This design comes from an exercise in tuning for small area, a short achievable clock period and few clock cycles on the open sky130 flow, not from production work. Where RTL was checked, it was by simulation tests only, not by an equivalence proof against the original. No functional check of the RTL was part of run 4. In every run shown here, the design's own scripts or RTL, not TritonCTS, make the clock network. The clock port is modelled as an ideal driver, which makes a skipped or thinned clock tree look cheaper than it is; a real chip needs a root buffer or a tree. No activity file was given, so power comes from the tool's default toggle rates.

==> design/flow/design.v <==
module linear_layer_with_mem #(
    parameter DATA_WIDTH    = 8,
    parameter W_WIDTH       = 8,
    parameter ACC_WIDTH     = 32,
    parameter ADDR_WIDTH    = 8,
    parameter DATABUS_WIDTH = 32,
    parameter N = 8,
    parameter M = 8
)(
    input  wire clk,
    input  wire rst,
    input  wire start,
    input  wire [ADDR_WIDTH-1:0] activ_base,
    input  wire [ADDR_WIDTH-1:0] weight_base,
    input  wire [ADDR_WIDTH-1:0] bias_base,
    input  wire [ADDR_WIDTH-1:0] output_base,
    output reg mem_w,
    output reg mem_sel,
    output reg done,
    output reg out_valid,
    output wire [ADDR_WIDTH-1:0]    address_bus,
    input  wire [DATABUS_WIDTH-1:0] data_bus_in,
    output wire [DATABUS_WIDTH-1:0] data_bus_out,
    input  wire                     ready
);
    localparam PH_IDLE = 3'b100, PH_ACT = 3'b000, PH_BIAS = 3'b001,
               PH_WGT = 3'b010, PH_OUT = 3'b011, PH_DONE = 3'b111;
    reg [2:0] phase;
    reg [2:0] i, j;        
    reg [1:0] k;           
    reg       busy;        
    reg       rdy_q, rdy_qq, rdy_q3;   
    reg       ov1;
    reg [7:0]  act [0:7];
    reg [6:0]  wq;         
    reg [15:0] bl;         
    reg        pneg;       
    reg        psgn;       
    reg [31:0] r;
    reg [7:0]  address;
    assign address_bus  = address;
    assign data_bus_out = r;
    wire xfer = mem_sel & ready;
    wire [7:0] a = act[0];
    wire [9:0] ax = {{2{a[7]}}, a};
    wire [1:0] w = data_bus_in[1:0];
    reg  [9:0] ppx0;
    always @* begin
        case (w)
            2'd0: ppx0 = 10'd0;
            2'd1: ppx0 = ax;
            2'd2: ppx0 = ~{ax[8:0], 1'b0};
            default: ppx0 = ~ax;
        endcase
    end
    wire [2:0] trip = wq[2:0];
    wire s_neg = trip[2] & ~(trip[1] & trip[0]);
    wire s_one = trip[1] ^ trip[0];
    wire s_two = (trip[2] & ~trip[1] & ~trip[0]) | (~trip[2] & trip[1] & trip[0]);
    wire [9:0] ppx = (({10{s_one}} & ax) | ({10{s_two}} & {ax[8:0], 1'b0})) ^ {10{s_neg}};
    reg  [15:0] bsh;
    always @* begin
        case (k)
            2'd0: bsh = {{4{ppx[9]}}, ppx, {2{s_neg}}};
            2'd1: bsh = {{2{ppx[9]}}, ppx, {4{s_neg}}};
            default: bsh = {ppx, {6{s_neg}}};
        endcase
    end
    wire new_w = xfer & (phase == PH_WGT);
    wire [15:0] bl_n   = new_w ? {{6{ppx0[9]}}, ppx0} : busy ? bsh : 16'd0;
    wire        pneg_n = new_w ? w[1] : busy & s_neg;
    wire        psgn_n = new_w ? ppx0[9] : busy & ppx[9];
    wire [15:0] lsum;
    wire        c16;
    llwm_add16 u_add (.a(r[15:0]), .b(bl), .ci(pneg), .s(lsum), .co(c16));
    wire [15:0] hpm;
    llwm_hi u_hi (.h(r[31:16]), .sgn(psgn), .o(hpm));
    wire [31:0] sum = {r[31:16] ^ (hpm & {16{c16 ^ psgn}}), lsum};
    reg [7:0] nbase;
    always @* begin
        case (phase[1:0])
            2'd0: nbase = activ_base;
            2'd1: nbase = bias_base;
            2'd2: nbase = weight_base;
            default: nbase = output_base;
        endcase
    end
    wire [5:0] off  = {i & {3{phase[1] & ~phase[0]}}, j | (i & {3{phase[0]}})};
    wire [5:0] offg = off & {6{rdy_q3}};
    wire [7:0] addr_n = (phase[2] | rdy_qq) ? nbase : address + {2'd0, offg};
    always @(posedge clk or posedge rst) begin
        if (rst) begin
            phase <= PH_IDLE;
            i <= 0; j <= 0; k <= 0;
            busy <= 0; rdy_q <= 0; rdy_qq <= 0; rdy_q3 <= 0;
            mem_sel <= 0; mem_w <= 0;
            done <= 0; out_valid <= 0; ov1 <= 0;
        end else begin
            rdy_q <= xfer;
            rdy_qq <= rdy_q;
            rdy_q3 <= rdy_qq;
            ov1 <= xfer & mem_w;
            out_valid <= (xfer & mem_w) | ov1;
            mem_w <= (phase == PH_OUT);
            if (busy) begin
                k <= (k == 2'd2) ? 2'd0 : k + 2'd1;
                if (k == 2'd2) busy <= 0;
            end
            if (xfer && phase == PH_WGT) busy <= 1;
            if (xfer && phase == PH_OUT && i == 3'd7) done <= 1;
            if (phase == PH_IDLE)
                mem_sel <= start;
            else if (phase != PH_DONE && !done)
                mem_sel <= ~xfer;
            else
                mem_sel <= 0;
            case (phase)
                PH_IDLE: if (start) phase <= PH_ACT;
                PH_DONE: ;
                default: if (rdy_q) begin
                    case (phase)
                        PH_ACT: begin
                            j <= j + 3'd1;
                            if (j == 3'd7) phase <= PH_BIAS;
                        end
                        PH_BIAS: phase <= PH_WGT;
                        PH_WGT: begin
                            j <= j + 3'd1;
                            if (j == 3'd7) phase <= PH_OUT;
                        end
                        default: begin
                            i <= i + 3'd1;
                            phase <= (i == 3'd7) ? PH_DONE : PH_BIAS;
                        end
                    endcase
                end
            endcase
        end
    end
    wire rot = busy & (k == 2'd2);
    wire act_ph = (phase == PH_ACT);
    wire act_last = rdy_q & (j == 3'd7);
    integer n;
    always @(posedge clk) begin
        address <= addr_n;
        wq <= busy ? {2'b00, wq[6:2]} : data_bus_in[7:1];
        bl <= bl_n;
        pneg <= pneg_n;
        psgn <= psgn_n;
        if (act_ph && !act_last)
            act[7] <= data_bus_in[7:0];
        else if (rot)
            act[7] <= act[0];
        if ((act_ph && rdy_q && !act_last) || rot)
            for (n = 0; n < 7; n = n + 1) act[n] <= act[n+1];
        r <= (phase == PH_BIAS && !rdy_q) ? data_bus_in : sum;
    end
endmodule
module llwm_add16 (
    input  wire [15:0] a,
    input  wire [15:0] b,
    input  wire        ci,
    output wire [15:0] s,
    output wire        co
);
    wire [15:0] g0 = a & b;
    wire [15:0] p0 = a ^ b;
    reg  [15:0] G, P;
    integer lv, n;
    always @* begin
        G = g0; P = p0;
        for (lv = 0; lv < 4; lv = lv + 1)
            for (n = 0; n < 16; n = n + 1)
                if ((n % (2 << lv)) == (2 << lv) - 1) begin
                    G[n] = G[n] | (P[n] & G[n - (1 << lv)]);
                    P[n] = P[n] & P[n - (1 << lv)];
                end
        for (lv = 2; lv >= 0; lv = lv - 1)
            for (n = 0; n < 16; n = n + 1)
                if ((n % (2 << lv)) == (1 << lv) - 1 && n >= (2 << lv)) begin
                    G[n] = G[n] | (P[n] & G[n - (1 << lv)]);
                    P[n] = P[n] & P[n - (1 << lv)];
                end
    end
    wire [16:0] c = {G | (P & {16{ci}}), ci};
    assign s  = p0 ^ c[15:0];
    assign co = c[16];
endmodule
module llwm_hi (
    input  wire [15:0] h,
    input  wire        sgn,
    output wire [15:0] o
);
    wire [15:0] t = h ^ {16{sgn}};
    wire [15:0] m;
    assign m[0] = 1'b1;
    genvar gi;
    generate for (gi = 1; gi < 16; gi = gi + 1) begin : pre
        assign m[gi] = m[gi-1] & t[gi-1];
    end endgenerate
    assign o = m;
endmodule
==> design/flow/flow/run.sh <==
#!/bin/bash
# Own layout flow: the standard ORFS flow (standard.sh; the synthesis is
# the standard one, run first on its own), with
#  - the make settings listed in flow/knobs.txt (one per line, @WORK@ stands
#    for the work folder): small port buffers and timing repair aimed past the
#    clock period;
#  - the clock tree built by flow/mycts.tcl instead of TritonCTS: the clock
#    port drives a few root cells, each driving some of the leaf cells, each
#    leaf driving the flip-flops of one region; every flip-flop has the same
#    cells on its clock path (two inverters: the clock keeps its polarity).
#    Only that call in a copy of ORFS's cts.tcl is changed.
# Each tool's full output goes to its ORFS log under orfs/logs/; make's own
# output goes to flow_make_*.log in the work folder.
set -euo pipefail
args=()
while IFS= read -r line; do
  [[ -z "$line" || "$line" == \#* ]] && continue
  args+=("${line//@WORK@/$PWD}")
done < flow/knobs.txt
bash standard.sh "${args[@]}" synth > flow_make_synth.log 2>&1
rm -rf myscripts
cp -r "$FLOW_HOME/scripts" myscripts
python3 - <<'PY'
p = 'myscripts/cts.tcl'
s = open(p).read()
old = 'log_cmd clock_tree_synthesis {*}$cts_args'
assert s.count(old) == 1
s = s.replace(old, 'source $::env(MYCTS_TCL)\nmy_cts_auto')
open(p, 'w').write(s)
PY
bash standard.sh "${args[@]}" "SCRIPTS_DIR=$PWD/myscripts" "MYCTS_TCL=$PWD/flow/mycts.tcl" finish > flow_make_finish.log 2>&1
# every port keeps its own buffer
FINAL_ODB=orfs/results/$FLOW_PLATFORM/linear_layer_with_mem/base/6_final.odb openroad -no_init -exit flow/check_ports.tcl > flow_check_ports.log 2>&1
==> design/flow/flow/check_ports.tcl <==
# Fail unless every signal port but the clock connects to exactly one cell,
# a buffer (as the standard flow leaves them).
read_db $::env(FINAL_ODB)
set block [ord::get_db_block]
set bad {}
foreach bt [$block getBTerms] {
  set net [$bt getNet]
  if {[$net getSigType] eq "POWER" || [$net getSigType] eq "GROUND"} { continue }
  if {[$bt getName] eq "clk"} { continue }
  set its [$net getITerms]
  set ok [expr {[llength $its] == 1}]
  foreach it $its {
    if {![string match "*buf*" [[[$it getInst] getMaster] getName]]} { set ok 0 }
  }
  if {!$ok} { lappend bad [$bt getName] }
}
if {[llength $bad] > 0} {
  puts "check_ports: ports without their own buffer: $bad"
  exit 1
}
puts "check_ports: every port has its own buffer"
==> design/flow/flow/knobs.txt <==
BUFFER_PORTS_ARGS=-buffer_cell sky130_fd_sc_hd__buf_1
SETUP_SLACK_MARGIN=7.9
SKIP_BUFFER_REMOVAL=1
MYCTS_NR=4
MYCTS_NL=8
MYCTS_ROOT=sky130_fd_sc_hd__clkinv_8
MYCTS_LEAF=sky130_fd_sc_hd__clkinv_8
==> design/flow/flow/mycts.tcl <==
# Clock tree built by hand: the clock port drives NR root buffers; each root
# drives its share of NL leaf buffers; each leaf drives the flip-flops of
# one region. Regions come from a size-balanced k-means on the flip-flop
# positions. With NR = 0 the port drives the leaf buffers directly.
proc mycts_kmeans {pts k} {
  set n [llength $pts]
  set cap [expr {int(ceil(double($n) / $k))}]
  set cent {}
  set xs [lsort -real -index 0 $pts]
  for {set c 0} {$c < $k} {incr c} { lappend cent [lindex $xs [expr {int(($c + 0.5) * $n / $k)}]] }
  for {set iter 0} {$iter < 40} {incr iter} {
    # balanced assignment: points in order of their best-distance advantage
    set cand {}
    set idx 0
    foreach p $pts {
      set ds {}
      for {set c 0} {$c < $k} {incr c} {
        set q [lindex $cent $c]
        lappend ds [list $c [expr {abs([lindex $p 0]-[lindex $q 0]) + abs([lindex $p 1]-[lindex $q 1])}]]
      }
      set ds [lsort -real -index 1 $ds]
      set gap [expr {$k > 1 ? [lindex $ds 1 1] - [lindex $ds 0 1] : 0}]
      lappend cand [list $idx $gap $ds]
      incr idx
    }
    set cand [lsort -real -decreasing -index 1 $cand]
    set cnt [lrepeat $k 0]
    set asg [lrepeat $n 0]
    foreach cd $cand {
      foreach d [lindex $cd 2] {
        set c [lindex $d 0]
        if {[lindex $cnt $c] < $cap} {
          lset asg [lindex $cd 0] $c
          lset cnt $c [expr {[lindex $cnt $c] + 1}]
          break
        }
      }
    }
    set newc {}
    for {set c 0} {$c < $k} {incr c} {
      set xl {}; set yl {}
      foreach p $pts a $asg { if {$a == $c} { lappend xl [lindex $p 0]; lappend yl [lindex $p 1] } }
      if {[llength $xl] > 0} {
        set xl [lsort -real $xl]; set yl [lsort -real $yl]
        set m [expr {[llength $xl] / 2}]
        lappend newc [list [lindex $xl $m] [lindex $yl $m]]
      } else { lappend newc [lindex $cent $c] }
    }
    set cent $newc
  }
  return [list $asg $cent]
}

proc mycts_inst_center {inst} {
  set b [$inst getBBox]
  return [list [expr {([$b xMin]+[$b xMax])/2.0}] [expr {([$b yMin]+[$b yMax])/2.0}]]
}

proc mycts_add_buf {block master name innet x y} {
  set inst [odb::dbInst_create $block $master $name]
  set net [odb::dbNet_create $block "${name}_net"]
  $net setSigType CLOCK
  [$inst findITerm A] connect $innet
  set out [$inst findITerm X]
  if {$out eq "NULL"} { set out [$inst findITerm Y] }
  $out connect $net
  # place with the cell centred on (x, y)
  set w [[$inst getMaster] getWidth]
  set h [[$inst getMaster] getHeight]
  $inst setLocation [expr {int($x - $w/2)}] [expr {int($y - $h/2)}]
  $inst setPlacementStatus PLACED
  return [list $inst $net]
}

proc my_cts {nr nl root_master leaf_master {clkname clk}} {
  set db [ord::get_db]
  set block [ord::get_db_block]
  set rm [$db findMaster $root_master]
  set lm [$db findMaster $leaf_master]
  set clknet [$block findNet $clkname]
  set sinks {}
  set pts {}
  foreach it [$clknet getITerms] {
    set inst [$it getInst]
    if {[[$inst getMaster] isSequential]} {
      lappend sinks $it
      lappend pts [mycts_inst_center $inst]
    }
  }
  lassign [mycts_kmeans $pts $nl] asg cent
  # roots
  set rootnets {}
  set rasg {}
  if {$nr > 0} {
    lassign [mycts_kmeans $cent $nr] rasg rcent
    for {set r 0} {$r < $nr} {incr r} {
      set q [lindex $rcent $r]
      lassign [mycts_add_buf $block $rm "mycts_root_$r" $clknet [lindex $q 0] [lindex $q 1]] inst net
      lappend rootnets $net
    }
  }
  for {set c 0} {$c < $nl} {incr c} {
    set q [lindex $cent $c]
    set innet $clknet
    if {$nr > 0} { set innet [lindex $rootnets [lindex $rasg $c]] }
    lassign [mycts_add_buf $block $lm "mycts_leaf_$c" $innet [lindex $q 0] [lindex $q 1]] inst net
    set cnt 0
    foreach it $sinks a $asg { if {$a == $c} { $it disconnect; $it connect $net; incr cnt } }
    puts "mycts: leaf $c at $q drives $cnt flip-flops"
  }
}

# Called from the patched cts.tcl in place of clock_tree_synthesis.
proc my_cts_auto {} {
  my_cts $::env(MYCTS_NR) $::env(MYCTS_NL) $::env(MYCTS_ROOT) $::env(MYCTS_LEAF)
}
==> design/flow/standard.sh <==
#!/bin/bash
# synth_recipe.tcl (not shown) runs the flow's synth.tcl, then flattens the netlist and writes it again
# the make line also repeats each setting of config.mk as NAME=value (left out here)
make -C /OpenROAD-flow-scripts/flow DESIGN_CONFIG=/design/flow/config.mk WORK_HOME=/design/flow/orfs CLKGATE_MAP_FILE= SYNTH_SCRIPT=/design/flow/synth_recipe.tcl "${@:-finish}"
==> design/flow/config.mk <==
export PLATFORM = sky130hd
export DESIGN_NAME = linear_layer_with_mem
export DESIGN_NICKNAME = linear_layer_with_mem
export VERILOG_FILES = /design/flow/design.v
export SDC_FILE = /design/flow/constraint.sdc
export NUM_CORES = 8
export LEC_CHECK = 0
export ABC_AREA = 1
export CAP_MARGIN = 20
export CORE_MARGIN = 2
export CORE_UTILIZATION = 65
export SLEW_MARGIN = 20
==> design/flow/constraint.sdc <==
create_clock -name core_clock -period 11.0 [get_ports {clk}]
set_input_delay 2.2000 -clock core_clock [delete_from_list [all_inputs] [get_ports {clk}]]
set_output_delay 2.2000 -clock core_clock [all_outputs]
set_load 0.01 [all_outputs]
==> impl_results.html, run 1 <==
<table>
<tr><th>Metric</th><th>Value</th></tr>
<tr><th colspan="2">Outcome</th></tr>
<tr><td>Run status</td><td>complete, no violations</td></tr>
<tr><th colspan="2">Finish</th></tr>
<tr><td>P&amp;R area growth vs syn</td><td>10.88%</td></tr>
<tr><td>Fill count</td><td>841</td></tr>
<tr><td>Nets</td><td>1041</td></tr>
<tr><td>Final core occ</td><td>0.7375</td></tr>
<tr><td>Finished Layout Cells</td><td>1082</td></tr>
<tr><td>Footprint of the flip-flops and latches</td><td>3685 um2</td></tr>
<tr><td>Fraction of final layout cells with drive strength greater than 1</td><td>0.07856</td></tr>
<tr><td>Combined area of the multi-input logic cells</td><td>3074 um2</td></tr>
<tr><td>Finished Cell Area</td><td>7995 um2</td></tr>
<tr><td>Diode count</td><td>0</td></tr>
<tr><th colspan="2">Power and ir drop</th></tr>
<tr><td>Leakage Power</td><td>0.003415 uW</td></tr>
<tr><td>Internal power of the cells</td><td>685.1 uW</td></tr>
<tr><td>Power density relative to cell area</td><td>122.6 nW/um2</td></tr>
<tr><td>Switching share of power</td><td>0.3013</td></tr>
<tr><td>Clk network pwr share</td><td>0.245</td></tr>
<tr><td>Sequential share of power</td><td>0.611</td></tr>
<tr><td>Combinational cell fraction of total power</td><td>0.144</td></tr>
<tr><td>VDD IR-drop max</td><td>0.0001255 V</td></tr>
<tr><td>NetSw</td><td>295.4 uW</td></tr>
<tr><th colspan="2">Synthesis</th></tr>
<tr><td>Cell count after synthesis</td><td>831</td></tr>
<tr><td>Number of enable flip-flop cells after synthesis</td><td>64</td></tr>
<tr><td>Distinct cell type count after synthesis</td><td>53</td></tr>
<tr><td>Number of synthesis warnings</td><td>3</td></tr>
<tr><td>Mean area per synthesized cell</td><td>8.677 um2</td></tr>
<tr><td>Number of nets in the synthesized netlist</td><td>928</td></tr>
<tr><td>Post-synthesis instance area</td><td>7211 um2</td></tr>
<tr><td>Most instantiated flip-flop cell in the synthesis netlist</td><td>edfxtp_1</td></tr>
<tr><td>FF+latch count, synth</td><td>147</td></tr>
<tr><td>Synth async-reset ratio</td><td>0.1361</td></tr>
<tr><td>Proportion of synthesized chip area in sequential cells</td><td>0.5110</td></tr>
<tr><th colspan="2">Routing</th></tr>
<tr><td>Pre-Repair DR Iteration Count</td><td>6</td></tr>
<tr><td>Average via count per standard cell</td><td>5.572</td></tr>
<tr><td>Routed wirelength normalized by instance count</td><td>14.73 um</td></tr>
<tr><td>Final routed wirelength across all metal layers</td><td>15940 um</td></tr>
<tr><td>Number of remaining DRC errors</td><td>0</td></tr>
<tr><td>Detailed router's first-iteration violation count</td><td>555</td></tr>
<tr><td>Vias after detailed routing</td><td>6029</td></tr>
<tr><td>Number of nets with antenna violations after detailed routing</td><td>0</td></tr>
<tr><th colspan="2">Worst setup path</th></tr>
<tr><td>Arr. time, crit path</td><td>0.76 ns</td></tr>
<tr><td>Endpoint of the worst-slack reg-to-reg timing path</td><td>r[25]$_DFF_P_</td></tr>
<tr><td>Kind of critical path</td><td>reg -&gt; out</td></tr>
<tr><td>Maximum fanout count along the critical path</td><td>5</td></tr>
<tr><td>Startpoint of the worst-slack reg-to-reg timing path</td><td>bl[14]$_DFF_P_</td></tr>
<tr><td>Top delay family on crit path</td><td>flip-flops</td></tr>
<tr><td>Crit path launch type</td><td>flop</td></tr>
<tr><td>Required @ worst endpoint</td><td>8.80 ns</td></tr>
<tr><td>Ordered cell list for the critical path</td><td>buf_1</td></tr>
<tr><td>Reg2reg setup slack</td><td>8.36 ns</td></tr>
<tr><td>Worst stage delay on the critical path</td><td>0.44 ns</td></tr>
<tr><td>Critical path buffer and inverter count</td><td>1</td></tr>
<tr><td>CP endpoint kind</td><td>primary output</td></tr>
<tr><td>R2r worst-path depth</td><td>13</td></tr>
<tr><td>Max stage delay cell, worst path</td><td>dfxtp_1</td></tr>
<tr><th colspan="2">Global route</th></tr>
<tr><td>Global-route usage over all layers</td><td>0.2666</td></tr>
<tr><td>Number of antenna violations at the first check in global routing</td><td>0</td></tr>
<tr><td>Total global routing overflow</td><td>0</td></tr>
<tr><td>First-pass GRT wire length</td><td>25830 um</td></tr>
<tr><td>Vias in the first global route</td><td>5712</td></tr>
<tr><td>Largest net degree at the start of global routing</td><td>57</td></tr>
<tr><th colspan="2">Placement</th></tr>
<tr><td>Half-perimeter wire length after placement</td><td>11360 um</td></tr>
<tr><td>Total placed instance area</td><td>7714 um2</td></tr>
<tr><td>DP Cell Count</td><td>1066</td></tr>
<tr><td>Buffers added on ports</td><td>111</td></tr>
<tr><td>Last weighted congestion value of the routability-driven placer</td><td>0.9756</td></tr>
<tr><th colspan="2">Floorplan</th></tr>
<tr><td>Die boundary height</td><td>109.3 um</td></tr>
<tr><td>X dimension of the die</td><td>109.3 um</td></tr>
<tr><td>Floorplan die area</td><td>11950 um2</td></tr>
<tr><td>Effective utilization at floorplan</td><td>0.6652</td></tr>
<tr><td>Core region area</td><td>10840 um2</td></tr>
<tr><td>Num ports</td><td>112</td></tr>
<tr><td>Row cnt</td><td>38</td></tr>
<tr><th colspan="2">Clock network</th></tr>
<tr><td>Cts hold-fix bufs</td><td>0</td></tr>
<tr><td>Clock transition at the register clock pins on the worst setup and hold paths after CTS</td><td>0.07 ns</td></tr>
<tr><td>Clock latency on the worst-skew pair</td><td>0.15 ns</td></tr>
<tr><th colspan="2">Worst hold path</th></tr>
<tr><td>WHS Endpoint</td><td>rdy_q3$_DFF_PP0_</td></tr>
<tr><td>Start point of the worst min-delay path</td><td>rdy_qq$_DFF_PP0_</td></tr>
<tr><td>Worst hold path type</td><td>reg -&gt; reg</td></tr>
<tr><td>Number of cells traversed by the worst hold path</td><td>0</td></tr>
<tr><th colspan="2">Timing</th></tr>
<tr><td>RSZ-0062 raised after global routing</td><td>false</td></tr>
<tr><td>Maximum clock frequency</td><td>0.3379 GHz</td></tr>
<tr><td>Post-route setup TNS</td><td>0 ns</td></tr>
<tr><td>Transition at the pin with the smallest max-transition slack</td><td>0.7617 ns</td></tr>
<tr><td>Final clock skew</td><td>0.01455 ns</td></tr>
<tr><td>Fin. Hold Viols</td><td>0</td></tr>
<tr><td>Max Transition Viols Final</td><td>0</td></tr>
<tr><td>Worst rel slew slack</td><td>0.4916</td></tr>
<tr><td>Worst Hold Slack</td><td>0.3936 ns</td></tr>
<tr><td>Period Utilization, post-route</td><td>0.2691</td></tr>
<tr><td>Minimum period implied by the final worst setup slack</td><td>2.960 ns</td></tr>
<tr><td>Final setup vio count</td><td>0</td></tr>
<tr><th colspan="2">Job</th></tr>
<tr><td>Number of maximum-capacitance violations</td><td>0</td></tr>
</table>
sequential cells by signal, indices dropped and copies added (netlist names), 2 cells and up:
| register | count |
|---|---|
| act | 64 |
| i | 3 |
| phase | 3 |
| r | 32 |
| wq | 7 |
| address | 8 |
| j | 3 |
| k | 2 |
| bl | 15 |
synth_stat cells (all sizes together), types with 2 or more instances:
library cell | count | area, um2
o21bai | 2 | 15.01
nor2 | 72 | 331.6
inv | 105 | 394.1
fa | 2 | 40.04
and2 | 2 | 12.51
ha | 27 | 337.8
nand4 | 4 | 25.02
o22ai | 23 | 162.7
xnor2 | 7 | 61.31
nor4 | 2 | 25.02
dfxtp | 63 | 1261
o21ai | 74 | 392.9
a21oi | 20 | 103.9
nand3 | 41 | 215.2
xor2 | 14 | 122.6
clkbuf | 6 | 26.28
or2 | 2 | 12.51
a221oi | 3 | 26.28
o211ai | 5 | 42.54
nand2 | 243 | 934.7
edfxtp | 64 | 1922
nor3 | 3 | 26.28
nand3b | 3 | 22.52
dfrtp | 19 | 475.5
a21boi | 2 | 15.01
mux2 | 3 | 33.78
a31o | 2 | 17.52
buf | 11 | 81.32
through the flow:
stage | total power (uW) | setup slack, ns
2_1_floorplan | 704.6 | 7.927
3_3_place_gp | 741.7 | 7.477
3_5_place_dp | 748.8 | 7.375
4_1_cts | 939.1 | 7.913
5_1_grt | 1026 | 7.991
6_report | 980.4 | 8.040
layout by cell type (no fill, tap or decap), types with 4 or more instances in the layout:
cell type  Yosys  final
buf_4          3      4
ha_1          27     27
o21ai_1       15     15
o21ai_0       55     53
inv_1         94     92
buf_1          0    109
edfxtp_1      64     64
dfxtp_1       63     63
nand4_1        4      4
o211ai_1       4      4
xnor2_1        7      7
xor2_1        14     14
nand3_1       39     39
nand2_1      238    235
nand2_2        3      5
clkinv_8       0     12
a21oi_1       19     19
nor2_1        63     61
inv_2         11     12
o22ai_1       20     20
dfrtp_1       19     19
nor2_4         5      7
how the worst max path moves through the flow:
stage / from / depth (start not counted) / end / slack, ns
2_1_floorplan: j[0]$_DFFE_PP0P_ / 6 / act[0][0]$_DFFE_PP_ / 7.93
3_3_place_gp: ready / 8 / bl[4]$_DFF_P_ / 7.48
3_5_place_dp: ready / 8 / bl[4]$_DFF_P_ / 7.38
4_1_cts: data_bus_in[0] / 7 / bl[12]$_DFF_P_ / 7.91
5_1_grt: r[17]$_DFF_P_ / 1 / data_bus_out[17] / 7.99
6_report: r[17]$_DFF_P_ / 1 / data_bus_out[17] / 8.04
worst reg2reg max path, stage by stage, from the launching register on:
cell,delay (ns)
dfxtp_1,0.77
ha_1,0.40
nand2_1,0.14
inv_1,0.05
nand2_1,0.06
nand2_1,0.05
a21oi_2,0.21
nand2_2,0.12
nand2_1,0.09
nand2_2,0.25
nand3b_1,0.21
nand2_1,0.07
nand2_1,0.05
nand2_1,0.06
kinds of logic (layout without fill, tap and decap cells):
| logic type | after synthesis | after routing | share of synthesized area |
|---|---|---|---|
| muxes | 3 | 3 | 0.004685 |
| AOI/OAI and AO/OA | 137 | 137 | 0.1142 |
| adders and majority gates | 29 | 29 | 0.05240 |
| DFF | 147 | 147 | 0.5110 |
| buffers and inverters | 122 | 233 | 0.06958 |
| and+or+nand+nor | 372 | 372 | 0.2226 |
| xor gates and xnor gates | 21 | 21 | 0.02551 |
area by class of cell:
| type | count | area share |
|---|---|---|
| Timing Repair Buffer | 116 | 0.05869 |
| Tap cell | 140 | 0.02191 |
| Sequential cell | 147 | 0.4609 |
| Multi-Input combinational cell | 562 | 0.3845 |
| Inverter | 117 | 0.07402 |
what timing repair did:
action | CTS | global route
buffers inserted | 4 | 0
setup endpoints to repair | 16 | 0
resized for setup | 16 | 0
power groups by stage:
stage	clock, uW	sequential [uW]	combinational (uW)
3_5_place_dp	0	611	138
6_report	240	599	141
3_3_place_gp	0	609	132
4_1_cts	187	611	141
5_1_grt	264	601	161
2_1_floorplan	0	616	88.3
metal layers:
metal	up-vias	track usage	wire, um
li1	2960	-	-
met1	2784	0.3443	6551
met2	246	0.4802	7990
met3	39	0.03320	1070
met4	0	0.05967	328
met5	-	0	0
Testbench counts, summed over its fixed seeds: cycles 84,288.
==> run 2: changes to the inputs <==
==> design/flow/flow/knobs.txt (replaced) <==
BUFFER_PORTS_ARGS=-buffer_cell sky130_fd_sc_hd__buf_1
SETUP_SLACK_MARGIN=8.15
SKIP_BUFFER_REMOVAL=1
MYCTS_NR=4
MYCTS_NL=8
MYCTS_ROOT=sky130_fd_sc_hd__clkinv_8
MYCTS_LEAF=sky130_fd_sc_hd__clkinv_8
==> run 2 against run 1 <==
Die area stayed put. Global-route usage is 0.26 points lower. Critical path depth rose by 6. Synthesized area unchanged. Largest cell class unchanged.
==> impl_results.html, run 2 <==
<table>
<tr><th>Metric</th><th>Value</th></tr>
<tr><th colspan="2">Outcome</th></tr>
<tr><td>Run status</td><td>complete, no violations</td></tr>
<tr><th colspan="2">Worst setup path</th></tr>
<tr><td>Crit path launch type</td><td>input port</td></tr>
<tr><td>CP endpoint kind</td><td>flop</td></tr>
<tr><td>Setup crit start</td><td>data_bus_in[0]</td></tr>
<tr><td>Kind of critical path</td><td>in -&gt; reg</td></tr>
<tr><td>Arr. time, crit path</td><td>2.92 ns</td></tr>
<tr><td>R2r worst-path depth</td><td>4</td></tr>
<tr><td>Startpoint of the worst-slack reg-to-reg timing path</td><td>phase[0]$_DFFE_PP0P_</td></tr>
<tr><td>Reg2reg setup slack</td><td>8.53 ns</td></tr>
<tr><td>Endpoint of the worst-slack reg-to-reg timing path</td><td>act[6][7]$_DFFE_PP_</td></tr>
<tr><td>Maximum fanout count along the critical path</td><td>7</td></tr>
<tr><td>Worst setup endpoint</td><td>bl[12]$_DFF_P_</td></tr>
<tr><td>Required @ worst endpoint</td><td>11.02 ns</td></tr>
<tr><th colspan="2">Power and ir drop</th></tr>
<tr><td>Sequential share of power</td><td>0.599</td></tr>
<tr><td>Internal power of the cells</td><td>696.6 uW</td></tr>
<tr><td>Power density relative to cell area</td><td>118.8 nW/um2</td></tr>
<tr><td>Leakage Power</td><td>0.003670 uW</td></tr>
<tr><td>Combinational cell fraction of total power</td><td>0.154</td></tr>
<tr><td>Switching share of power</td><td>0.3044</td></tr>
<tr><td>VDD IR-drop max</td><td>0.0001223 V</td></tr>
<tr><td>NetSw</td><td>304.8 uW</td></tr>
<tr><td>Clk network pwr share</td><td>0.247</td></tr>
<tr><th colspan="2">Finish</th></tr>
<tr><td>Most frequent cells in the layout</td><td>nand2_1 (230), inv_1 (87), buf_1 (65)</td></tr>
<tr><td>P&amp;R area growth vs syn</td><td>16.88%</td></tr>
<tr><td>Final core occ</td><td>0.7775</td></tr>
<tr><td>Diode count</td><td>0</td></tr>
<tr><td>Fraction of final layout cells with drive strength greater than 1</td><td>0.1994</td></tr>
<tr><td>Biggest registers after layout</td><td>act: 64 flops, r: 32 flops, bl: 15 flops</td></tr>
<tr><td>Most common cell after layout, fill and taps aside</td><td>nand2_1</td></tr>
<tr><td>Fill count</td><td>767</td></tr>
<tr><td>Number of flip-flops in the largest register</td><td>64</td></tr>
<tr><td>Largest register by flop count</td><td>act</td></tr>
<tr><td>Nets</td><td>1062</td></tr>
<tr><th colspan="2">Global route</th></tr>
<tr><td>Number of antenna violations at the first check in global routing</td><td>0</td></tr>
<tr><td>Vias in the first global route</td><td>5427</td></tr>
<tr><td>Total global routing overflow</td><td>0</td></tr>
<tr><td>Largest net degree at the start of global routing</td><td>57</td></tr>
<tr><td>First-pass GRT wire length</td><td>25170 um</td></tr>
<tr><td>Global-route usage over all layers</td><td>0.2641</td></tr>
<tr><th colspan="2">Timing</th></tr>
<tr><td>Worst rel slew slack</td><td>0.4937</td></tr>
<tr><td>Transition at the pin with the smallest max-transition slack</td><td>0.7586 ns</td></tr>
<tr><td>Maximum clock frequency</td><td>0.3442 GHz</td></tr>
<tr><td>Max Transition Viols Final</td><td>0</td></tr>
<tr><td>Final setup vio count</td><td>0</td></tr>
<tr><td>RSZ-0062 raised after global routing</td><td>true</td></tr>
<tr><td>Post-route setup TNS</td><td>0 ns</td></tr>
<tr><td>Minimum period implied by the final worst setup slack</td><td>2.905 ns</td></tr>
<tr><td>Fin. Hold Viols</td><td>0</td></tr>
<tr><td>Period Utilization, post-route</td><td>0.2641</td></tr>
<tr><td>Final clock skew</td><td>0.01404 ns</td></tr>
<tr><th colspan="2">Synthesis</th></tr>
<tr><td>Most instantiated flip-flop cell in the synthesis netlist</td><td>edfxtp_1</td></tr>
<tr><td>Distinct cell type count after synthesis</td><td>53</td></tr>
<tr><td>Number of enable flip-flop cells after synthesis</td><td>64</td></tr>
<tr><td>Most frequently used cell type in the post-synthesis netlist</td><td>nand2_1</td></tr>
<tr><td>Mean area per synthesized cell</td><td>8.677 um2</td></tr>
<tr><td>Post-synthesis instance area</td><td>7211 um2</td></tr>
<tr><td>Proportion of synthesized chip area in sequential cells</td><td>0.5110</td></tr>
<tr><td>Number of synthesis warnings</td><td>3</td></tr>
<tr><td>Cell count after synthesis</td><td>831</td></tr>
<tr><td>Fraction of synthesized cell area taken by the top area cell type</td><td>0.2665</td></tr>
<tr><td>FF+latch count, synth</td><td>147</td></tr>
<tr><td>Library cell with the largest summed area after synthesis</td><td>edfxtp_1</td></tr>
<tr><td>Top cells by instance count after synthesis</td><td>nand2_1 (238), inv_1 (94), edfxtp_1 (64), dfxtp_1 (63), nor2_1 (63)</td></tr>
<tr><td>Top cells by area in the synthesized netlist</td><td>edfxtp_1 (27%), dfxtp_1 (17%), nand2_1 (12%), dfrtp_1 (6.6%), inv_1 (4.9%)</td></tr>
<tr><td>Synth async-reset ratio</td><td>0.1361</td></tr>
<tr><td>Number of nets in the synthesized netlist</td><td>928</td></tr>
<tr><th colspan="2">Clock network</th></tr>
<tr><td>Cts hold-fix bufs</td><td>0</td></tr>
<tr><td>Clock transition at the register clock pins on the worst setup and hold paths after CTS</td><td>0.08 ns</td></tr>
<tr><td>Clock latency on the worst-skew pair</td><td>0.14 ns</td></tr>
<tr><th colspan="2">Worst hold path</th></tr>
<tr><td>Start point of the worst min-delay path</td><td>rdy_qq$_DFF_PP0_</td></tr>
<tr><td>Worst hold path type</td><td>reg -&gt; reg</td></tr>
<tr><th colspan="2">Placement</th></tr>
<tr><td>Buffers added on ports</td><td>111</td></tr>
<tr><td>Last weighted congestion value of the routability-driven placer</td><td>0.9136</td></tr>
<tr><td>Half-perimeter wire length after placement</td><td>11400 um</td></tr>
<tr><th colspan="2">Floorplan</th></tr>
<tr><td>X dimension of the die</td><td>109.3 um</td></tr>
<tr><td>Num ports</td><td>112</td></tr>
<tr><td>Effective utilization at floorplan</td><td>0.6652</td></tr>
<tr><td>Die boundary height</td><td>109.3 um</td></tr>
<tr><td>Floorplan die area</td><td>11950 um2</td></tr>
<tr><td>Core region area</td><td>10840 um2</td></tr>
<tr><td>Row cnt</td><td>38</td></tr>
<tr><th colspan="2">Routing</th></tr>
<tr><td>Final routed wirelength across all metal layers</td><td>16760 um</td></tr>
<tr><td>Average via count per standard cell</td><td>5.553</td></tr>
<tr><td>Number of nets with antenna violations after detailed routing</td><td>0</td></tr>
<tr><td>Pre-Repair DR Iteration Count</td><td>5</td></tr>
<tr><td>Routed wirelength normalized by instance count</td><td>15.20 um</td></tr>
<tr><td>Detailed router's first-iteration violation count</td><td>478</td></tr>
<tr><td>Vias after detailed routing</td><td>6125</td></tr>
<tr><td>Number of remaining DRC errors</td><td>0</td></tr>
<tr><th colspan="2">Job</th></tr>
<tr><td>Number of maximum-capacitance violations</td><td>0</td></tr>
</table>
-- run 2: cell counts after synthesis --
No cell type changed its count.
-- run 2: cell type report --
| type | instances | area, um2 | share of cell area |
|---|---|---|---|
| Inverter | 117 | 596.8 | 0.07081 |
| Tap cell | 140 | 175.2 | 0.02078 |
| Multi-Input combinational cell | 562 | 3163 | 0.3753 |
| Sequential cell | 147 | 3756 | 0.4457 |
| Timing Repair Buffer | 137 | 737.0 | 0.08744 |
-- run 2: cells by family after synthesis --
kind of cell / Yosys count / share of synthesized area
compound gates: 137 / 0.1142
xor+xnor: 21 / 0.02551
fa+ha+maj: 29 / 0.05240
buf+inv: 122 / 0.06958
flops: 147 / 0.5110
mux: 3 / 0.004685
simple gates: 372 / 0.2226
-- run 2: worst min path at each step --
stage	end	slack, ns	cells past startpoint
3_5_place_dp	rdy_q3$_DFF_PP0_	0.37	0
5_1_grt	rdy_q3$_DFF_PP0_	0.38	0
6_report	rdy_q3$_DFF_PP0_	0.38	0
3_3_place_gp	rdy_q3$_DFF_PP0_	0.37	0
2_1_floorplan	rdy_q3$_DFF_PP0_	0.35	0
4_1_cts	rdy_q3$_DFF_PP0_	0.37	0
-- run 2: metal layers --
layer | GRT usage | up-vias | wire [um]
met1 | 0.3738 | 2836 | 7090
li1 | - | 3000 | -
met3 | 0.02430 | 28 | 1029
met2 | 0.4533 | 261 | 8402
met4 | 0.04430 | 0 | 241
met5 | 0 | - | 0
-- run 2: repair_timing --
item / 4_1_cts / 5_1_grt
hold endpoints to repair: 0 / 0
setup endpoints to repair: 26 / 70
cloned: 0 / 1
setup buffers: 7 / 17
pin swaps: 9 / 8
resized for setup: 32 / 124
-- run 2: per-stage QoR --
step | instance area, um2 | setup slack (ns) | std cells | power, uW | hold WS (ns)
after floorplan | 7242 | 8.163 | 831 | 704.9 | 0.3546
after global routing | 8428 | 8.082 | 1103 | 1044 | 0.3835
final | 8428 | 8.095 | 1103 | 1001 | 0.3796
after global placement | 7727 | 7.625 | 1066 | 742.4 | 0.3703
after CTS | 8075 | 7.905 | 1085 | 940.3 | 0.3746
after detailed placement | 7727 | 7.569 | 1066 | 749.9 | 0.3725
-- run 2: worst max-delay path, cell delays in order --
cell and delay [ns]:
buf_12 0.11, inv_8 0.06, nor2_4 0.04, nand2_2 0.07
o21ai_4 0.07, o21ai_4 0.25, o21ai_1 0.11
-- run 2: power groups by stage --
stage / sequential [uW] / combinational [uW] / clock, uW
after global placement: 610 / 133 / 0
after detailed placement: 611 / 139 / 0
final: 600 / 155 / 247
after CTS: 611 / 142 / 187
after floorplan: 616 / 88.7 / 0
after global routing: 602 / 172 / 270
==> run 3: changes to the inputs <==
==> design/flow/flow/knobs.txt (replaced) <==
BUFFER_PORTS_ARGS=-buffer_cell sky130_fd_sc_hd__buf_1
SETUP_SLACK_MARGIN=8.05
SKIP_BUFFER_REMOVAL=1
MYCTS_NR=4
MYCTS_NL=8
MYCTS_ROOT=sky130_fd_sc_hd__clkinv_8
MYCTS_LEAF=sky130_fd_sc_hd__clkinv_8
==> run 3 against run 2 <==
Still clean on timing, DRC and antenna. Die area unchanged. Sequential share of layout area up 1.4 points. Sequential cell count unchanged. Critical path type is now reg -> out. Highest routed layer unchanged. Sequential power about the same. Combinational power down 8%. Design area down 4.6%. Critical endpoint is now done.
==> impl_results.html, run 3 <==
<table>
<tr><th>Metric</th><th>Value</th></tr>
<tr><th colspan="2">Global route</th></tr>
<tr><td>Global-route usage over all layers</td><td>0.2618</td></tr>
<tr><td>First-pass GRT wire length</td><td>25400 um</td></tr>
<tr><td>Largest net degree at the start of global routing</td><td>57</td></tr>
<tr><td>Number of antenna violations at the first check in global routing</td><td>0</td></tr>
<tr><td>Total global routing overflow</td><td>0</td></tr>
<tr><td>Vias in the first global route</td><td>5610</td></tr>
<tr><th colspan="2">Floorplan</th></tr>
<tr><td>X dimension of the die</td><td>109.3 um</td></tr>
<tr><td>Num ports</td><td>112</td></tr>
<tr><td>Core region area</td><td>10840 um2</td></tr>
<tr><td>Die boundary height</td><td>109.3 um</td></tr>
<tr><td>Row cnt</td><td>38</td></tr>
<tr><td>Effective utilization at floorplan</td><td>0.6652</td></tr>
<tr><td>Floorplan die area</td><td>11950 um2</td></tr>
<tr><th colspan="2">Timing</th></tr>
<tr><td>Minimum period implied by the final worst setup slack</td><td>2.906 ns</td></tr>
<tr><td>RSZ-0062 raised after global routing</td><td>true</td></tr>
<tr><td>Max Transition Viols Final</td><td>0</td></tr>
<tr><td>Fin. Hold Viols</td><td>0</td></tr>
<tr><td>Post-route setup TNS</td><td>0 ns</td></tr>
<tr><td>Post-route worst setup slack</td><td>8.094 ns</td></tr>
<tr><td>Maximum clock frequency</td><td>0.3441 GHz</td></tr>
<tr><td>Transition at the pin with the smallest max-transition slack</td><td>0.7720 ns</td></tr>
<tr><td>Final setup vio count</td><td>0</td></tr>
<tr><td>Period Utilization, post-route</td><td>0.2642</td></tr>
<tr><td>Worst rel slew slack</td><td>0.4847</td></tr>
<tr><td>Final clock skew</td><td>0.01947 ns</td></tr>
<tr><th colspan="2">Synthesis</th></tr>
<tr><td>Distinct cell type count after synthesis</td><td>53</td></tr>
<tr><td>FF+latch count, synth</td><td>147</td></tr>
<tr><td>Mean area per synthesized cell</td><td>8.677 um2</td></tr>
<tr><td>Library cell with the largest summed area after synthesis</td><td>edfxtp_1</td></tr>
<tr><td>Number of synthesis warnings</td><td>3</td></tr>
<tr><td>Top cells by instance count after synthesis</td><td>nand2_1 (238), inv_1 (94), edfxtp_1 (64), dfxtp_1 (63), nor2_1 (63)</td></tr>
<tr><td>Number of nets in the synthesized netlist</td><td>928</td></tr>
<tr><td>Cell count after synthesis</td><td>831</td></tr>
<tr><td>Number of enable flip-flop cells after synthesis</td><td>64</td></tr>
<tr><td>Most frequently used cell type in the post-synthesis netlist</td><td>nand2_1</td></tr>
<tr><td>Synth async-reset ratio</td><td>0.1361</td></tr>
<tr><td>Top cells by area in the synthesized netlist</td><td>edfxtp_1 (27%), dfxtp_1 (17%), nand2_1 (12%), dfrtp_1 (6.6%), inv_1 (4.9%)</td></tr>
<tr><td>Post-synthesis instance area</td><td>7211 um2</td></tr>
<tr><td>Proportion of synthesized chip area in sequential cells</td><td>0.5110</td></tr>
<tr><td>Most instantiated flip-flop cell in the synthesis netlist</td><td>edfxtp_1</td></tr>
<tr><td>Fraction of synthesized cell area taken by the top area cell type</td><td>0.2665</td></tr>
<tr><th colspan="2">Clock network</th></tr>
<tr><td>Clock transition at the register clock pins on the worst setup and hold paths after CTS</td><td>0.08 ns</td></tr>
<tr><td>Clock latency on the worst-skew pair</td><td>0.15 ns</td></tr>
<tr><td>Cts hold-fix bufs</td><td>0</td></tr>
<tr><th colspan="2">Power and ir drop</th></tr>
<tr><td>Internal power of the cells</td><td>686.8 uW</td></tr>
<tr><td>VDD IR-drop max</td><td>0.0001088 V</td></tr>
<tr><td>Combinational cell fraction of total power</td><td>0.144</td></tr>
<tr><td>Sequential share of power</td><td>0.609</td></tr>
<tr><td>NetSw</td><td>296.7 uW</td></tr>
<tr><td>Power density relative to cell area</td><td>122.3 nW/um2</td></tr>
<tr><td>Switching share of power</td><td>0.3017</td></tr>
<tr><td>Post-route total power</td><td>983.6 uW</td></tr>
<tr><td>Clk network pwr share</td><td>0.247</td></tr>
<tr><td>Leakage Power</td><td>0.003434 uW</td></tr>
<tr><th colspan="2">Placement</th></tr>
<tr><td>Total placed instance area</td><td>7714 um2</td></tr>
<tr><td>Worst setup slack after placement</td><td>7.383 ns</td></tr>
<tr><td>Buffers added on ports</td><td>111</td></tr>
<tr><td>Last weighted congestion value of the routability-driven placer</td><td>0.9719</td></tr>
<tr><td>Half-perimeter wire length after placement</td><td>11200 um</td></tr>
<tr><th colspan="2">Worst setup path</th></tr>
<tr><td>Maximum fanout count along the critical path</td><td>3</td></tr>
<tr><td>Top delay family on crit path</td><td>flip-flops</td></tr>
<tr><td>CP endpoint kind</td><td>primary output</td></tr>
<tr><td>Critical path buffer and inverter count</td><td>1</td></tr>
<tr><td>Required @ worst endpoint</td><td>8.80 ns</td></tr>
<tr><td>Crit path launch type</td><td>flop</td></tr>
<tr><td>Worst stage delay on the critical path</td><td>0.40 ns</td></tr>
<tr><td>Ordered cell list for the critical path</td><td>buf_1</td></tr>
<tr><td>Arr. time, crit path</td><td>0.71 ns</td></tr>
<tr><td>Kind of critical path</td><td>reg -&gt; out</td></tr>
<tr><td>Max stage delay cell, worst path</td><td>dfrtp_1</td></tr>
<tr><th colspan="2">Finish</th></tr>
<tr><td>Finished Cell Area</td><td>8043 um2</td></tr>
<tr><td>Fraction of final layout cells with drive strength greater than 1</td><td>0.09236</td></tr>
<tr><td>P&amp;R area growth vs syn</td><td>11.54%</td></tr>
<tr><td>Diode count</td><td>0</td></tr>
<tr><td>Largest register by flop count</td><td>act</td></tr>
<tr><td>Most common cell after layout, fill and taps aside</td><td>nand2_1</td></tr>
<tr><td>Most frequent cells in the layout</td><td>nand2_1 (234), buf_1 (107), inv_1 (92)</td></tr>
<tr><td>Biggest registers after layout</td><td>act: 64 flops, r: 32 flops, bl: 15 flops</td></tr>
<tr><td>Final core occ</td><td>0.7419</td></tr>
<tr><td>Number of flip-flops in the largest register</td><td>64</td></tr>
<tr><td>Nets</td><td>1041</td></tr>
<tr><th colspan="2">Routing</th></tr>
<tr><td>Number of nets with antenna violations after detailed routing</td><td>0</td></tr>
<tr><td>Routed wirelength normalized by instance count</td><td>14.50 um</td></tr>
<tr><td>Vias after detailed routing</td><td>6025</td></tr>
<tr><td>Final routed wirelength across all metal layers</td><td>15690 um</td></tr>
<tr><td>Detailed router's first-iteration violation count</td><td>556</td></tr>
<tr><td>Average via count per standard cell</td><td>5.568</td></tr>
<tr><td>Number of remaining DRC errors</td><td>0</td></tr>
<tr><td>Pre-Repair DR Iteration Count</td><td>5</td></tr>
<tr><th colspan="2">Job</th></tr>
<tr><td>Number of maximum-capacitance violations</td><td>0</td></tr>
<tr><th colspan="2">Worst hold path</th></tr>
<tr><td>Worst hold path type</td><td>reg -&gt; reg</td></tr>
<tr><th colspan="2">Outcome</th></tr>
<tr><td>Run status</td><td>complete, no violations</td></tr>
</table>
## run 3: logic make-up (layout without fill, tap and decap cells)
family	count (synthesis)	after routing	synth area share
AO/OA/AOI/OAI	137	137	0.1142
XOR/XNOR	21	21	0.02551
adder cells (fa/ha/maj)	29	29	0.05240
buffers and inverters	122	233	0.06958
flip-flops	147	147	0.5110
multiplexers	3	3	0.004685
AND/OR/NAND/NOR	372	372	0.2226
## run 3: power groups by stage
stage | registers [uW] | clock network [uW] | logic [uW]
6_report | 599 | 243 | 142
3_5_place_dp | 611 | 0 | 138
2_1_floorplan | 616 | 0 | 88.3
4_1_cts | 611 | 187 | 141
3_3_place_gp | 609 | 0 | 132
5_1_grt | 601 | 267 | 162
## run 3: timing repair
item                                    CTS  global route
cloned                                    0             0
pin swaps                                 7             1
buffers inserted                          4             0
endpoints found under the setup margin   18            15
resized for setup                        29            12
## run 3: area by class of cell
type	count	area, um2
Sequential cell	147	3696
Multi-Input combinational cell	562	3094
Fill cell	826	2798
Inverter	117	596.8
Timing Repair Buffer	116	480.5
Tap cell	140	175.2
## run 3: worst paths after layout
check | slack (ns) | start | depth (start not counted) | end
max | 8.09 | done$_DFFE_PP0P_ | 1 | done
min | 0.37 | rdy_qq$_DFF_PP0_ | 0 | rdy_q3$_DFF_PP0_
max reg2reg | 8.39 | bl[14]$_DFF_P_ | 13 | r[27]$_DFF_P_
min reg2reg | 0.37 | rdy_qq$_DFF_PP0_ | 0 | rdy_q3$_DFF_PP0_
max in group asynchronous | 8.34 | rst | 2 | phase[0]$_DFFE_PP0P_
min in group asynchronous | 2.16 | rst | 2 | phase[1]$_DFFE_PP0P_
## run 3: stage by stage
step	hold slack, ns	cells
6_report	0.3740	1082
3_5_place_dp	0.3771	1066
4_1_cts	0.3784	1082
5_1_grt	0.3954	1082
2_1_floorplan	0.3546	831
3_3_place_gp	0.3683	1066
## run 3: worst reg2reg max path: stages (launching register included)
cell and delay, ns:
dfxtp_1 0.75, ha_1 0.39, nand2_1 0.14, inv_1 0.05, nand2_1 0.06, nand2_1 0.05
a21oi_2 0.22, nand2_2 0.12, nand2_1 0.09, nand2_2 0.25, nand3b_1 0.18, nand2_1 0.06
nand2_1 0.06, nand2_1 0.07
## run 3: metal layers
layer | routed length [um] | GRT usage | up-vias
met5 | 0 | 0 | -
met3 | 960 | 0.02371 | 25
met1 | 6499 | 0.3457 | 2817
met4 | 298 | 0.04973 | 0
li1 | - | - | 2957
met2 | 7932 | 0.4744 | 226
==> run 4: changes to the inputs <==
--- a/design/flow/design.v
+++ b/design/flow/design.v
@@ -29,8 +29,7 @@
     reg [2:0] i, j;        
     reg [1:0] k;           
     reg       busy;        
-    reg       rdy_q, rdy_qq, rdy_q3;   
-    reg       ov1;
+    reg       rdy_q, rdy_qq;    
     reg [7:0]  act [0:7];
     reg [6:0]  wq;         
     reg [15:0] bl;         
@@ -86,21 +85,19 @@
         endcase
     end
     wire [5:0] off  = {i & {3{phase[1] & ~phase[0]}}, j | (i & {3{phase[0]}})};
-    wire [5:0] offg = off & {6{rdy_q3}};
-    wire [7:0] addr_n = (phase[2] | rdy_qq) ? nbase : address + {2'd0, offg};
+    wire [5:0] offg = off & {6{rdy_qq}};
+    wire [7:0] addr_n = (phase[2] | rdy_q) ? nbase : address + {2'd0, offg};
     always @(posedge clk or posedge rst) begin
         if (rst) begin
             phase <= PH_IDLE;
             i <= 0; j <= 0; k <= 0;
-            busy <= 0; rdy_q <= 0; rdy_qq <= 0; rdy_q3 <= 0;
+            busy <= 0; rdy_q <= 0; rdy_qq <= 0;
             mem_sel <= 0; mem_w <= 0;
-            done <= 0; out_valid <= 0; ov1 <= 0;
+            done <= 0; out_valid <= 0;
         end else begin
             rdy_q <= xfer;
             rdy_qq <= rdy_q;
-            rdy_q3 <= rdy_qq;
-            ov1 <= xfer & mem_w;
-            out_valid <= (xfer & mem_w) | ov1;
+            out_valid <= mem_w & (xfer | rdy_q);
             mem_w <= (phase == PH_OUT);
             if (busy) begin
                 k <= (k == 2'd2) ? 2'd0 : k + 2'd1;
@@ -117,7 +114,7 @@
             case (phase)
                 PH_IDLE: if (start) phase <= PH_ACT;
                 PH_DONE: ;
-                default: if (rdy_q) begin
+                default: if (xfer) begin
                     case (phase)
                         PH_ACT: begin
                             j <= j + 3'd1;
@@ -139,7 +136,6 @@
     end
     wire rot = busy & (k == 2'd2);
     wire act_ph = (phase == PH_ACT);
-    wire act_last = rdy_q & (j == 3'd7);
     integer n;
     always @(posedge clk) begin
         address <= addr_n;
@@ -147,13 +143,13 @@
         bl <= bl_n;
         pneg <= pneg_n;
         psgn <= psgn_n;
-        if (act_ph && !act_last)
+        if (act_ph)
             act[7] <= data_bus_in[7:0];
         else if (rot)
             act[7] <= act[0];
-        if ((act_ph && rdy_q && !act_last) || rot)
+        if ((act_ph && rdy_q) || rot)
             for (n = 0; n < 7; n = n + 1) act[n] <= act[n+1];
-        r <= (phase == PH_BIAS && !rdy_q) ? data_bus_in : sum;
+        r <= (phase == PH_BIAS) ? data_bus_in : sum;
     end
 endmodule
 module llwm_add16 (
==> run 4 against run 3 <==
Still clean on timing, DRC and antenna. Worst setup slack worse by 0.038 ns. Sequential share of layout area decreased by 1.3 points. Design area increased by 1.5%. Routed wire length up 4.1%. Critical path depth rose by 6. Register-to-register slack worse by 0.05 ns. Sequential power shrank 2%. Clock skew grew 0.0079 ns. Largest power group unchanged. Highest routed layer unchanged.
==> impl_results.html, run 4 <==
<table>
<tr><th>Metric</th><th>Value</th></tr>
<tr><th colspan="2">Power and ir drop</th></tr>
<tr><td>Power density relative to cell area</td><td>119.6 nW/um2</td></tr>
<tr><td>VDD IR-drop max</td><td>0.0001486 V</td></tr>
<tr><td>Leakage Power</td><td>0.003537 uW</td></tr>
<tr><th colspan="2">Routing</th></tr>
<tr><td>Final routed wirelength across all metal layers</td><td>16330 um</td></tr>
<tr><td>Routed wirelength normalized by instance count</td><td>15.06 um</td></tr>
<tr><td>Pre-Repair DR Iteration Count</td><td>4</td></tr>
<tr><td>Vias after detailed routing</td><td>5960</td></tr>
<tr><td>Detailed router's first-iteration violation count</td><td>513</td></tr>
<tr><td>Number of nets with antenna violations after detailed routing</td><td>0</td></tr>
<tr><td>Number of remaining DRC errors</td><td>0</td></tr>
<tr><td>Average via count per standard cell</td><td>5.498</td></tr>
<tr><th colspan="2">Worst setup path</th></tr>
<tr><td>Kind of critical path</td><td>in -&gt; reg</td></tr>
<tr><td>Arr. time, crit path</td><td>2.98 ns</td></tr>
<tr><td>Maximum fanout count along the critical path</td><td>5</td></tr>
<tr><td>Ordered cell list for the critical path</td><td>buf_8 -&gt; nand2_8 -&gt; inv_8 -&gt; nand3_2 -&gt; inv_2 -&gt; o21ai_4 -&gt; mux2_4</td></tr>
<tr><td>Required @ worst endpoint</td><td>11.04 ns</td></tr>
<tr><td>Critical path depth in cells</td><td>7</td></tr>
<tr><td>Top delay family on crit path</td><td>multiplexers</td></tr>
<tr><td>R2r worst-path depth</td><td>11</td></tr>
<tr><td>Startpoint of the worst-slack reg-to-reg timing path</td><td>bl[14]$_DFF_P_</td></tr>
<tr><td>Worst stage delay on the critical path</td><td>0.30 ns</td></tr>
<tr><td>Max stage delay cell, worst path</td><td>mux2_4</td></tr>
<tr><td>Reg2reg setup slack</td><td>8.34 ns</td></tr>
<tr><td>Endpoint of the worst-slack reg-to-reg timing path</td><td>r[25]$_DFF_P_</td></tr>
<tr><td>Setup crit start</td><td>ready</td></tr>
<tr><td>Crit path launch type</td><td>input port</td></tr>
<tr><td>CP endpoint kind</td><td>flop</td></tr>
<tr><td>Critical path buffer and inverter count</td><td>3</td></tr>
<tr><td>Worst setup endpoint</td><td>i[1]$_DFFE_PP0P_</td></tr>
<tr><th colspan="2">Synthesis</th></tr>
<tr><td>Top cells by area in the synthesized netlist</td><td>edfxtp_1 (27%), dfxtp_1 (18%), nand2_1 (12%), dfrtp_1 (5.9%), inv_1 (5.1%)</td></tr>
<tr><td>Adder-Cell Fraction of Synth Area</td><td>0.05274</td></tr>
<tr><td>Proportion of synthesized chip area in sequential cells</td><td>0.5073</td></tr>
<tr><td>Synth async-reset ratio</td><td>0.1241</td></tr>
<tr><td>Cell count after synthesis</td><td>825</td></tr>
<tr><td>Post-synthesis instance area</td><td>7164 um2</td></tr>
<tr><td>Top cells by instance count after synthesis</td><td>nand2_1 (234), inv_1 (97), edfxtp_1 (64), dfxtp_1 (63), o21ai_0 (58)</td></tr>
<tr><td>Most frequently used cell type in the post-synthesis netlist</td><td>nand2_1</td></tr>
<tr><td>Synth Area in Compound Gates</td><td>0.1074</td></tr>
<tr><td>FF+latch count, synth</td><td>145</td></tr>
<tr><td>Number of synthesis warnings</td><td>3</td></tr>
<tr><td>Simple-gate share of the synthesized area</td><td>0.2298</td></tr>
<tr><td>Share of the synthesized netlist area taken by xor and xnor gates</td><td>0.02689</td></tr>
<tr><td>Fraction of synthesized cell area taken by the top area cell type</td><td>0.2683</td></tr>
<tr><td>Distinct cell type count after synthesis</td><td>51</td></tr>
<tr><td>Post-synthesis mux area share</td><td>0.003144</td></tr>
<tr><td>Number of nets in the synthesized netlist</td><td>922</td></tr>
<tr><td>Mean area per synthesized cell</td><td>8.684 um2</td></tr>
<tr><td>Library cell with the largest summed area after synthesis</td><td>edfxtp_1</td></tr>
<tr><td>Dominant combinational cell family by area after synthesis</td><td>simple AND/OR/NAND/NOR gates</td></tr>
<tr><td>Most instantiated flip-flop cell in the synthesis netlist</td><td>edfxtp_1</td></tr>
<tr><td>Number of enable flip-flop cells after synthesis</td><td>64</td></tr>
<tr><th colspan="2">Timing</th></tr>
<tr><td>Final setup vio count</td><td>0</td></tr>
<tr><td>Fin. Hold Viols</td><td>0</td></tr>
<tr><td>Minimum period implied by the final worst setup slack</td><td>2.943 ns</td></tr>
<tr><td>Final clock skew</td><td>0.02739 ns</td></tr>
<tr><td>Post-route setup TNS</td><td>0 ns</td></tr>
<tr><td>Worst Hold Slack</td><td>0.3908 ns</td></tr>
<tr><td>Maximum clock frequency</td><td>0.3397 GHz</td></tr>
<tr><td>Post-route worst setup slack</td><td>8.057 ns</td></tr>
<tr><td>Transition at the pin with the smallest max-transition slack</td><td>0.9890 ns</td></tr>
<tr><td>Period Utilization, post-route</td><td>0.2676</td></tr>
<tr><td>Max Transition Viols Final</td><td>0</td></tr>
<tr><td>RSZ-0062 raised after global routing</td><td>true</td></tr>
<tr><td>Worst rel slew slack</td><td>0.3400</td></tr>
<tr><th colspan="2">Floorplan</th></tr>
<tr><td>Row cnt</td><td>38</td></tr>
<tr><td>Core region area</td><td>10790 um2</td></tr>
<tr><td>Die boundary height</td><td>109.0 um</td></tr>
<tr><td>Num ports</td><td>112</td></tr>
<tr><td>X dimension of the die</td><td>109.0 um</td></tr>
<tr><td>Floorplan die area</td><td>11880 um2</td></tr>
<tr><td>Effective utilization at floorplan</td><td>0.6638</td></tr>
<tr><th colspan="2">Global route</th></tr>
<tr><td>Total global routing overflow</td><td>0</td></tr>
<tr><td>Vias in the first global route</td><td>5672</td></tr>
<tr><td>Global-route usage over all layers</td><td>0.2745</td></tr>
<tr><td>Largest net degree at the start of global routing</td><td>57</td></tr>
<tr><td>Number of antenna violations at the first check in global routing</td><td>0</td></tr>
<tr><td>First-pass GRT wire length</td><td>26130 um</td></tr>
<tr><th colspan="2">Finish</th></tr>
<tr><td>Biggest registers after layout</td><td>act: 64 flops, r: 32 flops, bl: 15 flops</td></tr>
<tr><td>Diode count</td><td>0</td></tr>
<tr><td>Finished Layout Cells</td><td>1084</td></tr>
<tr><td>Largest register by flop count</td><td>act</td></tr>
<tr><td>Most common cell after layout, fill and taps aside</td><td>nand2_1</td></tr>
<tr><td>Most frequent cells in the layout</td><td>nand2_1 (228), buf_1 (103), inv_1 (93)</td></tr>
<tr><td>Number of flip-flops in the largest register</td><td>64</td></tr>
<tr><td>P&amp;R area growth vs syn</td><td>13.90%</td></tr>
<tr><td>Fraction of final layout cells with drive strength greater than 1</td><td>0.1133</td></tr>
<tr><td>Nets</td><td>1043</td></tr>
<tr><td>Final core occ</td><td>0.7561</td></tr>
<tr><th colspan="2">Clock network</th></tr>
<tr><td>Clock latency on the worst-skew pair</td><td>0.15 ns</td></tr>
<tr><td>Clock transition at the register clock pins on the worst setup and hold paths after CTS</td><td>0.08 ns</td></tr>
<tr><td>Cts hold-fix bufs</td><td>0</td></tr>
<tr><th colspan="2">Placement</th></tr>
<tr><td>Worst setup slack after placement</td><td>7.525 ns</td></tr>
<tr><td>Buffers added on ports</td><td>111</td></tr>
<tr><td>Last weighted congestion value of the routability-driven placer</td><td>0.9112</td></tr>
<tr><td>DP Cell Count</td><td>1059</td></tr>
<tr><td>Half-perimeter wire length after placement</td><td>11450 um</td></tr>
<tr><th colspan="2">Outcome</th></tr>
<tr><td>Run status</td><td>complete, no violations</td></tr>
<tr><th colspan="2">Worst hold path</th></tr>
<tr><td>Worst hold path type</td><td>reg -&gt; reg</td></tr>
<tr><th colspan="2">Job</th></tr>
<tr><td>Number of maximum-capacitance violations</td><td>0</td></tr>
</table>
==> run 4: cell types whose count changed after synthesis, sizes merged, moves of 3 or more <==
cell	change
o21ai	-8
nor2	-14
a21oi	+6
a211oi	+3
nand3	+13
buf	+3
==> run 4: per-layer routing <==
layer,up-vias,wire [um],part of all wire,GRT usage
li1,2956,-,-,-
met1,2768,6924,0.42,0.3619
met2,200,8008,0.49,0.4862
met3,36,982,0.060,0.02331
met4,0,413,0.025,0.07509
met5,-,0,0,0
==> run 4: logic make-up after synthesis <==
group / count (synthesis)
AOI/OAI and AO/OA: 134
and+or+nand+nor: 369
muxes: 2
buffers and inverters: 124
xor gates and xnor gates: 22
DFF: 145
adders and majority gates: 29
==> run 4: worst register-to-register path: cells and delay by family, from the launching register on <==
| kind | cells | cell delay (ns) |
|---|---|---|
| simple gates | 8 | 0.98 |
| buf+inv | 1 | 0.05 |
| compound gates | 1 | 0.28 |
| fa+ha+maj | 1 | 0.42 |
| flops | 1 | 0.82 |
==> run 4: report_power, final <==
part	internal [uW]	switching, uW
Clock	48.9	192
Combinational	53.4	92.0
Sequential	577	13.0
==> run 4: cell type report <==
| type | count | area (um2) |
|---|---|---|
| timing repair buffer | 125 | 573.1 |
| sequential | 145 | 3645 |
| fill | 810 | 2633 |
| inverter | 117 | 605.6 |
| tap | 140 | 175.2 |
| multi-input combinational | 557 | 3162 |
==> run 4: worst min-delay path by stage <==
stage | from | to | cells past startpoint
CTS | act[7][2]$_DFFE_PP_ | act[6][2]$_DFFE_PP_ | 0
global route | act[2][7]$_DFFE_PP_ | act[1][7]$_DFFE_PP_ | 0
global placement | act[6][2]$_DFFE_PP_ | act[5][2]$_DFFE_PP_ | 0
detailed placement | act[7][2]$_DFFE_PP_ | act[6][2]$_DFFE_PP_ | 0
floorplan | rdy_q$_DFF_PP0_ | rdy_qq$_DFF_PP0_ | 0
finish | act[2][7]$_DFFE_PP_ | act[1][7]$_DFFE_PP_ | 0
==> run 4: what timing repair did <==
action                                  4_1_cts  5_1_grt
endpoints found under the setup margin       28       19
pin swaps                                    14        2
cloned                                        1        0
resized for setup                            45       17
setup buffers                                12        0
==> run 4: through the flow <==
stage | total power [uW] | cell area (um2)
finish | 976.1 | 8160
global route | 1024 | 8160
CTS | 933.0 | 8129
detailed placement | 742.3 | 7699
global placement | 735.4 | 7699
floorplan | 697.3 | 7214

## afterwards: timing with drivers on the ports
No port has a modelled driver above. Below, the same layouts with a new extraction and two added sets of constraints. Step 1 sets driving cells, clkbuf_16 on the clock port and buf_2 on the other inputs (assumed; they add their load-dependent delay and slew). Step 2 moves the port delays by t, midway between the first and last clock arrival at a register: inputs arrive t later, outputs are due t later. That takes back most of the time a late clock gives input paths. Slacks: no drivers / after step 1 / after step 2; pairs: no drivers / after step 1.
run | t (ns) | setup slack, ns | cell pins on the clock port's net
run 1 | 0.284 | 8.040 / 7.895 / 7.905 | 4
run 2 | 0.279 | 8.095 / 7.990 / 7.910 | 4
run 3 | 0.286 | 8.094 / 7.944 / 7.940 | 4
run 4 | 0.285 | 8.057 / 7.932 / 7.867 | 4
After both steps every run listed still meets setup and hold. The setup slack of run 4, which loses most, moves by -0.125 ns with the drivers and by -0.190 ns with both steps.
